From an optimization exercise on the open Yosys and OpenROAD flow, aimed at small area; shortcuts taken in it are not production practice. Only simulation tests tie the RTL to the original design; equivalence was not proved. No driver is modelled on the clock port, so clock power and skew are understated where the tree is cut down; a real chip needs a root buffer or a tree. Power figures rest on the tool's default switching activity, not on a simulated workload.

==> yarrow <==
==> flow/design.v <==
module Top_FIFO_UART(
    input  wire clk,
    input  wire rst,
    output wire tx,
    input  wire rx
    );
    reg [63:0] ring;
    reg [5:0]  a;         
    reg [7:0]  d;         
    reg [3:0]  k;         
    reg [2:0]  nm;        
    reg        txm;       
    reg        dph;       
    reg        b0, b1;    
    reg        tx_r;
    wire       tap  = ring[63];
    wire       idle = k[3] & ~k[0];
    wire       win  = ~k[3] & ~d[7];                    
    wire       bnd  = (a == 6'd0) & d[7] & d[5] & d[1];    
    wire       go   = idle & (a == 6'd63) & (txm | ~rx);
    wire       last = bnd & (k == 4'd7);                
    wire is0  = ~b0 & ~b1;
    wire is1  =  b0 & ~b1;
    wire is2  = ~b0 &  b1;
    wire full = (nm == 3'd6);
    wire nz   = (nm != 3'd7);
    wire ins   = ~txm & win & (a == {nm, 3'd7});
    wire chain = last & ~txm & (dph ? is2 : is1);       
    wire adv   = last & txm & nz;                       
    always @(posedge clk)
        ring <= {ring[62:0], ins ? rx : tap};
    always @(posedge clk)
        if (rst) a <= 0; else a <= a + {2'b01, last & ~adv, 2'b00, ~bnd | last};
    always @(posedge clk) begin
        if (idle | bnd)
            d <= 8'd0;
        else if (a == 6'd0)
            d <= d + 8'd1;
    end
    always @(posedge clk) begin
        if (rst)
            k <= 4'd8;
        else if (go)
            k <= 4'd15;
        else if (bnd)
            k <= k + 4'd1;
    end
    always @(posedge clk) begin
        if (~txm & ~dph & win) begin
            if (k == 4'd0) b0 <= rx;
            if (k == 4'd1) b1 <= rx;
            if (k[2] | k[1])
                if (rx != (k == 4'd4 || k == 4'd5)) begin
                    b0 <= 1'b1;
                    b1 <= 1'b1;
                end
        end
    end
    always @(posedge clk) begin
        if (rst) begin
            txm  <= 1'b0;
            dph  <= 1'b0;
            nm   <= 3'd7;
            tx_r <= 1'b1;
        end else if (go) begin
            if (txm)
                tx_r <= 1'b0;                   
        end else if (last) begin
            if (txm) begin
                txm  <= 1'b0;
                tx_r <= 1'b1;                   
                if (nz) begin
                    if (b0) nm <= nm - 3'd1;    
                end else if (b1)
                    nm <= 3'd0;                 
            end else begin
                if (dph & is0 & ~full)
                    nm <= nm + 3'd1;
                txm <= chain;
                dph <= ~dph & ~is1;
            end
        end else if (bnd & txm)
            tx_r <= tap & nz;
    end
    assign tx = tx_r;
endmodule
==> flow/flow/run.sh <==
#!/bin/bash
# The standard layout (standard.sh), with three changes that leave the
# registers exactly as the standard synthesis makes them:
#  - synthesis maps the logic with an area-oriented ABC script (area.abc)
#    and without the half/full-adder cells;
#  - the port buffers are the smallest buffer;
#  - the clock port drives four clock buffers, each at the centre of a
#    group of nearby registers, which drive the registers (cts.tcl),
#    instead of TritonCTS's tree.
set -euo pipefail
H=$(pwd)
ARGS=("BUFFER_PORTS_ARGS=-buffer_cell sky130_fd_sc_hd__buf_1")
MY_ABC_SCRIPT=$H/flow/area.abc make -C "$FLOW_HOME" DESIGN_CONFIG=$H/config.mk WORK_HOME=$H/orfs \
  CLKGATE_MAP_FILE= SYNTH_SCRIPT=$H/flow/synth.tcl ADDER_MAP_FILE= synth > $H/synth.log 2>&1
bash standard.sh "${ARGS[@]}" place > $H/place.log 2>&1
MY_CLK_BUF=sky130_fd_sc_hd__clkbuf_16 MY_CLK_N=4 make -C "$FLOW_HOME" DESIGN_CONFIG=$H/config.mk WORK_HOME=$H/orfs \
  "${ARGS[@]}" RUN_SCRIPT=$H/flow/cts.tcl RUN_LOG_NAME_STEM=4_1_cts run > $H/cts.log 2>&1
bash standard.sh "${ARGS[@]}" finish > $H/finish.log 2>&1
==> flow/flow/area.abc <==
strash
&get -n
&fraig -x
&put
dc2
strash
&get -n
&dch -f
&nf -R 1000
&put
==> flow/flow/cts.tcl <==
# Clock buffering in place of TritonCTS: the registers are split into
# MY_CLK_N groups by position (k-means); the clock port drives one clock
# buffer (MY_CLK_BUF) at the centre of each group, which drives the group's
# register clock pins. Otherwise as ORFS's cts.tcl (timing repair, detailed
# placement, outputs 4_1_cts.odb and 4_cts.sdc).
utl::set_metrics_stage "cts__{}"
source $::env(SCRIPTS_DIR)/load.tcl
erase_non_stage_variables cts
load_design 3_place.odb 3_place.sdc

set block [ord::get_db_block]
set dbu [$block getDbUnitsPerMicron]
set regs {}
foreach inst [$block getInsts] {
  if { [[$inst getMaster] isSequential] } {
    set bb [$inst getBBox]
    lappend regs [list [$inst getName] \
      [expr {([$bb xMin] + [$bb xMax]) / 2.0 / $dbu}] \
      [expr {([$bb yMin] + [$bb yMax]) / 2.0 / $dbu}]]
  }
}
# k-means on register positions, one clock buffer per cluster
set k $::env(MY_CLK_N)
set regs [lsort -real -index 1 $regs]
set n [llength $regs]
set cents {}
for {set i 0} {$i < $k} {incr i} {
  set r [lindex $regs [expr {int(($i + 0.5) * $n / $k)}]]
  lappend cents [list [lindex $r 1] [lindex $r 2]]
}
for {set it 0} {$it < 50} {incr it} {
  set sums {}
  for {set i 0} {$i < $k} {incr i} { lappend sums {0 0 0} }
  set assign {}
  foreach r $regs {
    set best 0; set bd 1e30
    for {set i 0} {$i < $k} {incr i} {
      set c [lindex $cents $i]
      set dd [expr {abs([lindex $r 1] - [lindex $c 0]) + abs([lindex $r 2] - [lindex $c 1])}]
      if { $dd < $bd } { set bd $dd; set best $i }
    }
    lappend assign $best
    set s [lindex $sums $best]
    lset sums $best [list [expr {[lindex $s 0] + [lindex $r 1]}] [expr {[lindex $s 1] + [lindex $r 2]}] [expr {[lindex $s 2] + 1}]]
  }
  set newc {}
  for {set i 0} {$i < $k} {incr i} {
    set s [lindex $sums $i]
    if { [lindex $s 2] > 0 } {
      lappend newc [list [expr {[lindex $s 0] / [lindex $s 2]}] [expr {[lindex $s 1] / [lindex $s 2]}]]
    } else {
      lappend newc [lindex $cents $i]
    }
  }
  set cents $newc
}
for {set i 0} {$i < $k} {incr i} {
  set pins {}
  foreach r $regs a $assign {
    if { $a == $i } { lappend pins [get_pins "[lindex $r 0]/CLK"] }
  }
  if { [llength $pins] == 0 } { continue }
  set c [lindex $cents $i]
  puts "clock buffer $i: [llength $pins] registers at $c"
  insert_buffer -buffer_cell $::env(MY_CLK_BUF) -net clk -load_pins $pins \
    -location $c -buffer_name clkbuf_leaf_$i -net_name clknet_leaf_$i
}
set_propagated_clock [all_clocks]

set_placement_padding -global \
  -left $::env(CELL_PAD_IN_SITES_DETAIL_PLACEMENT) \
  -right $::env(CELL_PAD_IN_SITES_DETAIL_PLACEMENT)
detailed_placement
log_cmd estimate_parasitics -placement
report_check_types -max_slew -max_capacitance -violators
if { !$::env(SKIP_CTS_REPAIR_TIMING) } {
  repair_timing_helper
  detailed_placement
}
check_placement -verbose
report_metrics 4 "cts final"
orfs_write_db $::env(RESULTS_DIR)/4_1_cts.odb
orfs_write_sdc $::env(RESULTS_DIR)/4_cts.sdc
==> flow/flow/synth.tcl <==
proc synth {args} { yosys synth -nofsm -noshare {*}$args }
proc abc {args} {
  set i [lsearch -exact $args -script]
  if { $i >= 0 && [info exists ::env(MY_ABC_SCRIPT)] } {
    set args [lreplace $args [expr {$i+1}] [expr {$i+1}] $::env(MY_ABC_SCRIPT)]
  }
  yosys abc {*}$args
}
source $::env(SCRIPTS_DIR)/synth.tcl
# left out here: clear keep_hierarchy, flatten, clean up, hide names made inside functions, write 1_2_yosys.v
==> flow/standard.sh <==
#!/bin/bash
# synth_recipe.tcl (not shown) runs the flow's synth.tcl, then flattens the netlist and writes it again
# the make line also repeats each setting of config.mk as NAME=value (left out here)
make -C /OpenROAD-flow-scripts/flow DESIGN_CONFIG=/design/flow/config.mk WORK_HOME=/design/flow/orfs CLKGATE_MAP_FILE= SYNTH_SCRIPT=/design/flow/synth_recipe.tcl "${@:-finish}"
==> flow/config.mk <==
export PLATFORM = sky130hd
export DESIGN_NAME = Top_FIFO_UART
export DESIGN_NICKNAME = Top_FIFO_UART
export VERILOG_FILES = /design/flow/design.v
export SDC_FILE = /design/flow/constraint.sdc
export NUM_CORES = 4
export LEC_CHECK = 0
export CAP_MARGIN = 20
export CORE_MARGIN = 2
export CORE_UTILIZATION = 40
export SLEW_MARGIN = 20
==> flow/constraint.sdc <==
create_clock -name core_clock -period 10.0 [get_ports {clk}]
set_input_delay 2.0000 -clock core_clock [delete_from_list [all_inputs] [get_ports {clk}]]
set_output_delay 2.0000 -clock core_clock [all_outputs]
set_load 0.01 [all_outputs]
==> indigo (differences from yarrow) <==
--- a/flow/design.v
+++ b/flow/design.v
@@ -31,5 +31,5 @@
         ring <= {ring[62:0], ins ? rx : tap};
     always @(posedge clk)
-        if (rst) a <= 0; else a <= a + {2'b01, last & ~adv, 2'b00, ~bnd | last};
+        a <= a + {2'b01, last & ~adv, 2'b00, ~bnd | last};
     always @(posedge clk) begin
         if (idle | bnd)
--- a/flow/flow/run.sh
+++ b/flow/flow/run.sh
@@ -5,5 +5,5 @@
 #    and without the half/full-adder cells;
 #  - the port buffers are the smallest buffer;
-#  - the clock port drives four clock buffers, each at the centre of a
+#  - the clock port drives three clock buffers, each at the centre of a
 #    group of nearby registers, which drive the registers (cts.tcl),
 #    instead of TritonCTS's tree.
@@ -14,5 +14,5 @@
   CLKGATE_MAP_FILE= SYNTH_SCRIPT=$H/flow/synth.tcl ADDER_MAP_FILE= synth > $H/synth.log 2>&1
 bash standard.sh "${ARGS[@]}" place > $H/place.log 2>&1
-MY_CLK_BUF=sky130_fd_sc_hd__clkbuf_16 MY_CLK_N=4 make -C "$FLOW_HOME" DESIGN_CONFIG=$H/config.mk WORK_HOME=$H/orfs \
+MY_CLK_BUFS="sky130_fd_sc_hd__clkbuf_8 sky130_fd_sc_hd__clkbuf_8 sky130_fd_sc_hd__clkbuf_8 sky130_fd_sc_hd__clkbuf_8" make -C "$FLOW_HOME" DESIGN_CONFIG=$H/config.mk WORK_HOME=$H/orfs \
   "${ARGS[@]}" RUN_SCRIPT=$H/flow/cts.tcl RUN_LOG_NAME_STEM=4_1_cts run > $H/cts.log 2>&1
 bash standard.sh "${ARGS[@]}" finish > $H/finish.log 2>&1
==> flow/flow/cts.tcl (replaced) <==
utl::set_metrics_stage "cts__{}"
source $::env(SCRIPTS_DIR)/load.tcl
erase_non_stage_variables cts
load_design 3_place.odb 3_place.sdc

set block [ord::get_db_block]
set dbu [$block getDbUnitsPerMicron]
set regs {}
foreach inst [$block getInsts] {
  if { [[$inst getMaster] isSequential] } {
    set bb [$inst getBBox]
    lappend regs [list [$inst getName] \
      [expr {([$bb xMin] + [$bb xMax]) / 2.0 / $dbu}] \
      [expr {([$bb yMin] + [$bb yMax]) / 2.0 / $dbu}]]
  }
}
# Registers are grouped by position (k-means with group sizes capped in
# proportion to each buffer's drive), one clock buffer per group.
set bufs $::env(MY_CLK_BUFS)
set k [llength $bufs]
set n [llength $regs]
set wsum 0
foreach b $bufs { regexp {_(\d+)$} $b -> w; set wsum [expr {$wsum + $w}] }
set caps {}
foreach b $bufs { regexp {_(\d+)$} $b -> w; lappend caps [expr {int(ceil(double($n) * $w / $wsum))}] }
set regs [lsort -real -index 1 $regs]
set cents {}
for {set i 0} {$i < $k} {incr i} {
  set r [lindex $regs [expr {int(($i + 0.5) * $n / $k)}]]
  lappend cents [list [lindex $r 1] [lindex $r 2]]
}
proc cdist { r c } {
  return [expr {abs([lindex $r 1] - [lindex $c 0]) + abs([lindex $r 2] - [lindex $c 1])}]
}
for {set it 0} {$it < 50} {incr it} {
  # assign registers in order of how much they prefer their best group
  set order {}
  foreach r $regs {
    set ds {}
    for {set i 0} {$i < $k} {incr i} { lappend ds [cdist $r [lindex $cents $i]] }
    set sd [lsort -real $ds]
    lappend order [list [expr {[lindex $sd 0] - [lindex $sd end]}] $r $ds]
  }
  set order [lsort -real -index 0 $order]
  set cnt {}
  for {set i 0} {$i < $k} {incr i} { lappend cnt 0 }
  set assign {}
  foreach o $order {
    set ds [lindex $o 2]
    set best -1; set bd 1e30
    for {set i 0} {$i < $k} {incr i} {
      if { [lindex $cnt $i] < [lindex $caps $i] && [lindex $ds $i] < $bd } {
        set bd [lindex $ds $i]; set best $i
      }
    }
    lset cnt $best [expr {[lindex $cnt $best] + 1}]
    lappend assign [list [lindex $o 1] $best]
  }
  set newc {}
  for {set i 0} {$i < $k} {incr i} {
    set sx 0; set sy 0; set m 0
    foreach ra $assign {
      if { [lindex $ra 1] == $i } {
        set r [lindex $ra 0]
        set sx [expr {$sx + [lindex $r 1]}]; set sy [expr {$sy + [lindex $r 2]}]; incr m
      }
    }
    if { $m > 0 } { lappend newc [list [expr {$sx / $m}] [expr {$sy / $m}]] } else { lappend newc [lindex $cents $i] }
  }
  set cents $newc
}
for {set i 0} {$i < $k} {incr i} {
  set pins {}
  foreach ra $assign {
    if { [lindex $ra 1] == $i } { lappend pins [get_pins "[lindex [lindex $ra 0] 0]/CLK"] }
  }
  if { [llength $pins] == 0 } { continue }
  set c [lindex $cents $i]
  puts "clock buffer $i ([lindex $bufs $i]): [llength $pins] registers at $c"
  insert_buffer -buffer_cell [lindex $bufs $i] -net clk -load_pins $pins \
    -location $c -buffer_name clkbuf_leaf_$i -net_name clknet_leaf_$i
}
set_propagated_clock [all_clocks]

set_placement_padding -global \
  -left $::env(CELL_PAD_IN_SITES_DETAIL_PLACEMENT) \
  -right $::env(CELL_PAD_IN_SITES_DETAIL_PLACEMENT)
detailed_placement
log_cmd estimate_parasitics -placement
report_check_types -max_slew -max_capacitance -violators
if { !$::env(SKIP_CTS_REPAIR_TIMING) } {
  repair_timing_helper
  detailed_placement
}
check_placement -verbose
report_metrics 4 "cts final"
orfs_write_db $::env(RESULTS_DIR)/4_1_cts.odb
orfs_write_sdc $::env(RESULTS_DIR)/4_cts.sdc
- CORE_UTILIZATION: 40 -> 70
- PLACE_DENSITY: not set -> 0.9
==> ember (differences from yarrow) <==
--- a/flow/design.v
+++ b/flow/design.v
@@ -31,5 +31,5 @@
         ring <= {ring[62:0], ins ? rx : tap};
     always @(posedge clk)
-        if (rst) a <= 0; else a <= a + {2'b01, last & ~adv, 2'b00, ~bnd | last};
+        a <= a + {2'b01, last & ~adv, 2'b00, ~bnd | last};
     always @(posedge clk) begin
         if (idle | bnd)
--- a/flow/flow/run.sh
+++ b/flow/flow/run.sh
@@ -5,5 +5,5 @@
 #    and without the half/full-adder cells;
 #  - the port buffers are the smallest buffer;
-#  - the clock port drives four clock buffers, each at the centre of a
+#  - the clock port drives three clock buffers, each at the centre of a
 #    group of nearby registers, which drive the registers (cts.tcl),
 #    instead of TritonCTS's tree.
@@ -14,5 +14,5 @@
   CLKGATE_MAP_FILE= SYNTH_SCRIPT=$H/flow/synth.tcl ADDER_MAP_FILE= synth > $H/synth.log 2>&1
 bash standard.sh "${ARGS[@]}" place > $H/place.log 2>&1
-MY_CLK_BUF=sky130_fd_sc_hd__clkbuf_16 MY_CLK_N=4 make -C "$FLOW_HOME" DESIGN_CONFIG=$H/config.mk WORK_HOME=$H/orfs \
+MY_CLK_BUFS="sky130_fd_sc_hd__clkbuf_16 sky130_fd_sc_hd__clkbuf_16 sky130_fd_sc_hd__clkbuf_8" make -C "$FLOW_HOME" DESIGN_CONFIG=$H/config.mk WORK_HOME=$H/orfs \
   "${ARGS[@]}" RUN_SCRIPT=$H/flow/cts.tcl RUN_LOG_NAME_STEM=4_1_cts run > $H/cts.log 2>&1
 bash standard.sh "${ARGS[@]}" finish > $H/finish.log 2>&1
==> flow/flow/cts.tcl (replaced) <==
utl::set_metrics_stage "cts__{}"
source $::env(SCRIPTS_DIR)/load.tcl
erase_non_stage_variables cts
load_design 3_place.odb 3_place.sdc

set block [ord::get_db_block]
set dbu [$block getDbUnitsPerMicron]
set regs {}
foreach inst [$block getInsts] {
  if { [[$inst getMaster] isSequential] } {
    set bb [$inst getBBox]
    lappend regs [list [$inst getName] \
      [expr {([$bb xMin] + [$bb xMax]) / 2.0 / $dbu}] \
      [expr {([$bb yMin] + [$bb yMax]) / 2.0 / $dbu}]]
  }
}
# Registers are grouped by position (k-means with group sizes capped in
# proportion to each buffer's drive), one clock buffer per group.
set bufs $::env(MY_CLK_BUFS)
set k [llength $bufs]
set n [llength $regs]
set wsum 0
foreach b $bufs { regexp {_(\d+)$} $b -> w; set wsum [expr {$wsum + $w}] }
set caps {}
foreach b $bufs { regexp {_(\d+)$} $b -> w; lappend caps [expr {int(ceil(double($n) * $w / $wsum))}] }
set regs [lsort -real -index 1 $regs]
set cents {}
for {set i 0} {$i < $k} {incr i} {
  set r [lindex $regs [expr {int(($i + 0.5) * $n / $k)}]]
  lappend cents [list [lindex $r 1] [lindex $r 2]]
}
proc cdist { r c } {
  return [expr {abs([lindex $r 1] - [lindex $c 0]) + abs([lindex $r 2] - [lindex $c 1])}]
}
for {set it 0} {$it < 50} {incr it} {
  # assign registers in order of how much they prefer their best group
  set order {}
  foreach r $regs {
    set ds {}
    for {set i 0} {$i < $k} {incr i} { lappend ds [cdist $r [lindex $cents $i]] }
    set sd [lsort -real $ds]
    lappend order [list [expr {[lindex $sd 0] - [lindex $sd end]}] $r $ds]
  }
  set order [lsort -real -index 0 $order]
  set cnt {}
  for {set i 0} {$i < $k} {incr i} { lappend cnt 0 }
  set assign {}
  foreach o $order {
    set ds [lindex $o 2]
    set best -1; set bd 1e30
    for {set i 0} {$i < $k} {incr i} {
      if { [lindex $cnt $i] < [lindex $caps $i] && [lindex $ds $i] < $bd } {
        set bd [lindex $ds $i]; set best $i
      }
    }
    lset cnt $best [expr {[lindex $cnt $best] + 1}]
    lappend assign [list [lindex $o 1] $best]
  }
  set newc {}
  for {set i 0} {$i < $k} {incr i} {
    set sx 0; set sy 0; set m 0
    foreach ra $assign {
      if { [lindex $ra 1] == $i } {
        set r [lindex $ra 0]
        set sx [expr {$sx + [lindex $r 1]}]; set sy [expr {$sy + [lindex $r 2]}]; incr m
      }
    }
    if { $m > 0 } { lappend newc [list [expr {$sx / $m}] [expr {$sy / $m}]] } else { lappend newc [lindex $cents $i] }
  }
  set cents $newc
}
for {set i 0} {$i < $k} {incr i} {
  set pins {}
  foreach ra $assign {
    if { [lindex $ra 1] == $i } { lappend pins [get_pins "[lindex [lindex $ra 0] 0]/CLK"] }
  }
  if { [llength $pins] == 0 } { continue }
  set c [lindex $cents $i]
  puts "clock buffer $i ([lindex $bufs $i]): [llength $pins] registers at $c"
  insert_buffer -buffer_cell [lindex $bufs $i] -net clk -load_pins $pins \
    -location $c -buffer_name clkbuf_leaf_$i -net_name clknet_leaf_$i
}
set_propagated_clock [all_clocks]

set_placement_padding -global \
  -left $::env(CELL_PAD_IN_SITES_DETAIL_PLACEMENT) \
  -right $::env(CELL_PAD_IN_SITES_DETAIL_PLACEMENT)
detailed_placement
log_cmd estimate_parasitics -placement
report_check_types -max_slew -max_capacitance -violators
if { !$::env(SKIP_CTS_REPAIR_TIMING) } {
  repair_timing_helper
  detailed_placement
}
check_placement -verbose
report_metrics 4 "cts final"
orfs_write_db $::env(RESULTS_DIR)/4_1_cts.odb
orfs_write_sdc $::env(RESULTS_DIR)/4_cts.sdc
==> run notes <==
- Of ember and indigo, indigo has the higher count of clock-buffer cells in the layout (gap 1).
- Clock power: indigo < ember < yarrow.
- Utilization, highest first: indigo, yarrow, ember.
- Non-clock buffer count is the same in indigo and yarrow.
- Routed wire length: indigo > yarrow > ember.
- Between ember and yarrow, the lower worst hold slack is in yarrow (gap 9.4 ps).
- Via count is the same in yarrow and ember.
- The highest cell count belongs to yarrow, the lowest to indigo.
- Design area: indigo < ember < yarrow.
- Global-route usage: ember < yarrow < indigo.
==> figures <==
item	ember	indigo	yarrow
Critical Path Most Common Cell	nand2_1	-	nand2_1
Number of cell instances on the worst register-to-register path	11	11	8
Routed Wire Length	3.148 mm	4.080 mm	3.322 mm
Fmax	324.8 MHz	294.0 MHz	307.3 MHz
Number of instances in the synthesized netlist	200	200	202
Fraction of area in multi-input gates	0.2348	0.2389	0.2309
Post-synthesis share of cell area spent on and, or, nand and nor gates	0.1260	0.1260	0.1198
Outcome	no timing/DRC/antenna violations	no timing/DRC/antenna violations	no timing/DRC/antenna violations
Proportion of netlist area held by the largest area contributor	0.7213	0.7213	0.7206
Number of nets in the layout	211	212	214
Slew at the pin closest to its max-slew limit	950.2 ps	880.9 ps	879.0 ps
Overall Power	487.5 uW	478.6 uW	522.3 uW
Global Route met3 Usage	0.01087	0.02679	0.01413
Share of cell area taken by muxes after synthesis	0.008709	0.008709	0
Worst setup path startpoint	rx	a[5]$_DFF_P_	rx
Tightest hold margin	337.7 ps	335.7 ps	328.3 ps
P per Cell Area	186.7 nW/um2	186.5 nW/um2	197.1 nW/um2
Area enclosed by the die boundary	6747 um2	3978 um2	6754 um2
Register clock-pin slew on the reported worst setup and hold paths	110 ps	120 ps	90 ps
Internal power component	406.6 uW	397.5 uW	435.8 uW
Final critical delay including setup and external delays	3079 ps	3402 ps	3254 ps
In every run of this note, the design's own scripts or RTL, not TritonCTS, make the clock network.

afterwards: timing with drivers on the ports:
The results above use ideal ports. As a check the final layouts listed here were re-extracted and re-timed, cells and wires unchanged.
Step 1, drivers: a clkbuf_16 drives clk and a buf_2 each remaining input, both assumed.
Step 2 also shifts input and output timing later by t, the mid clock arrival at the registers, as if the neighbouring blocks saw the same clock.
Slacks: ideal / step 1 / step 2; pairs: ideal / step 1.
run | t (ns) | slack for setup (ns) | cell pins on the clock port's net
yarrow | 0.216 | 6.746 / 6.798 / 6.582 | 4
indigo | 0.220 | 6.598 / 6.598 / 6.598 | 4
ember | 0.216 | 6.921 / 6.951 / 6.734 | 3
After both steps setup and hold are still met in every run listed. The setup slack of ember, which loses most, moves by +0.030 ns with the drivers and by -0.187 ns with both steps.
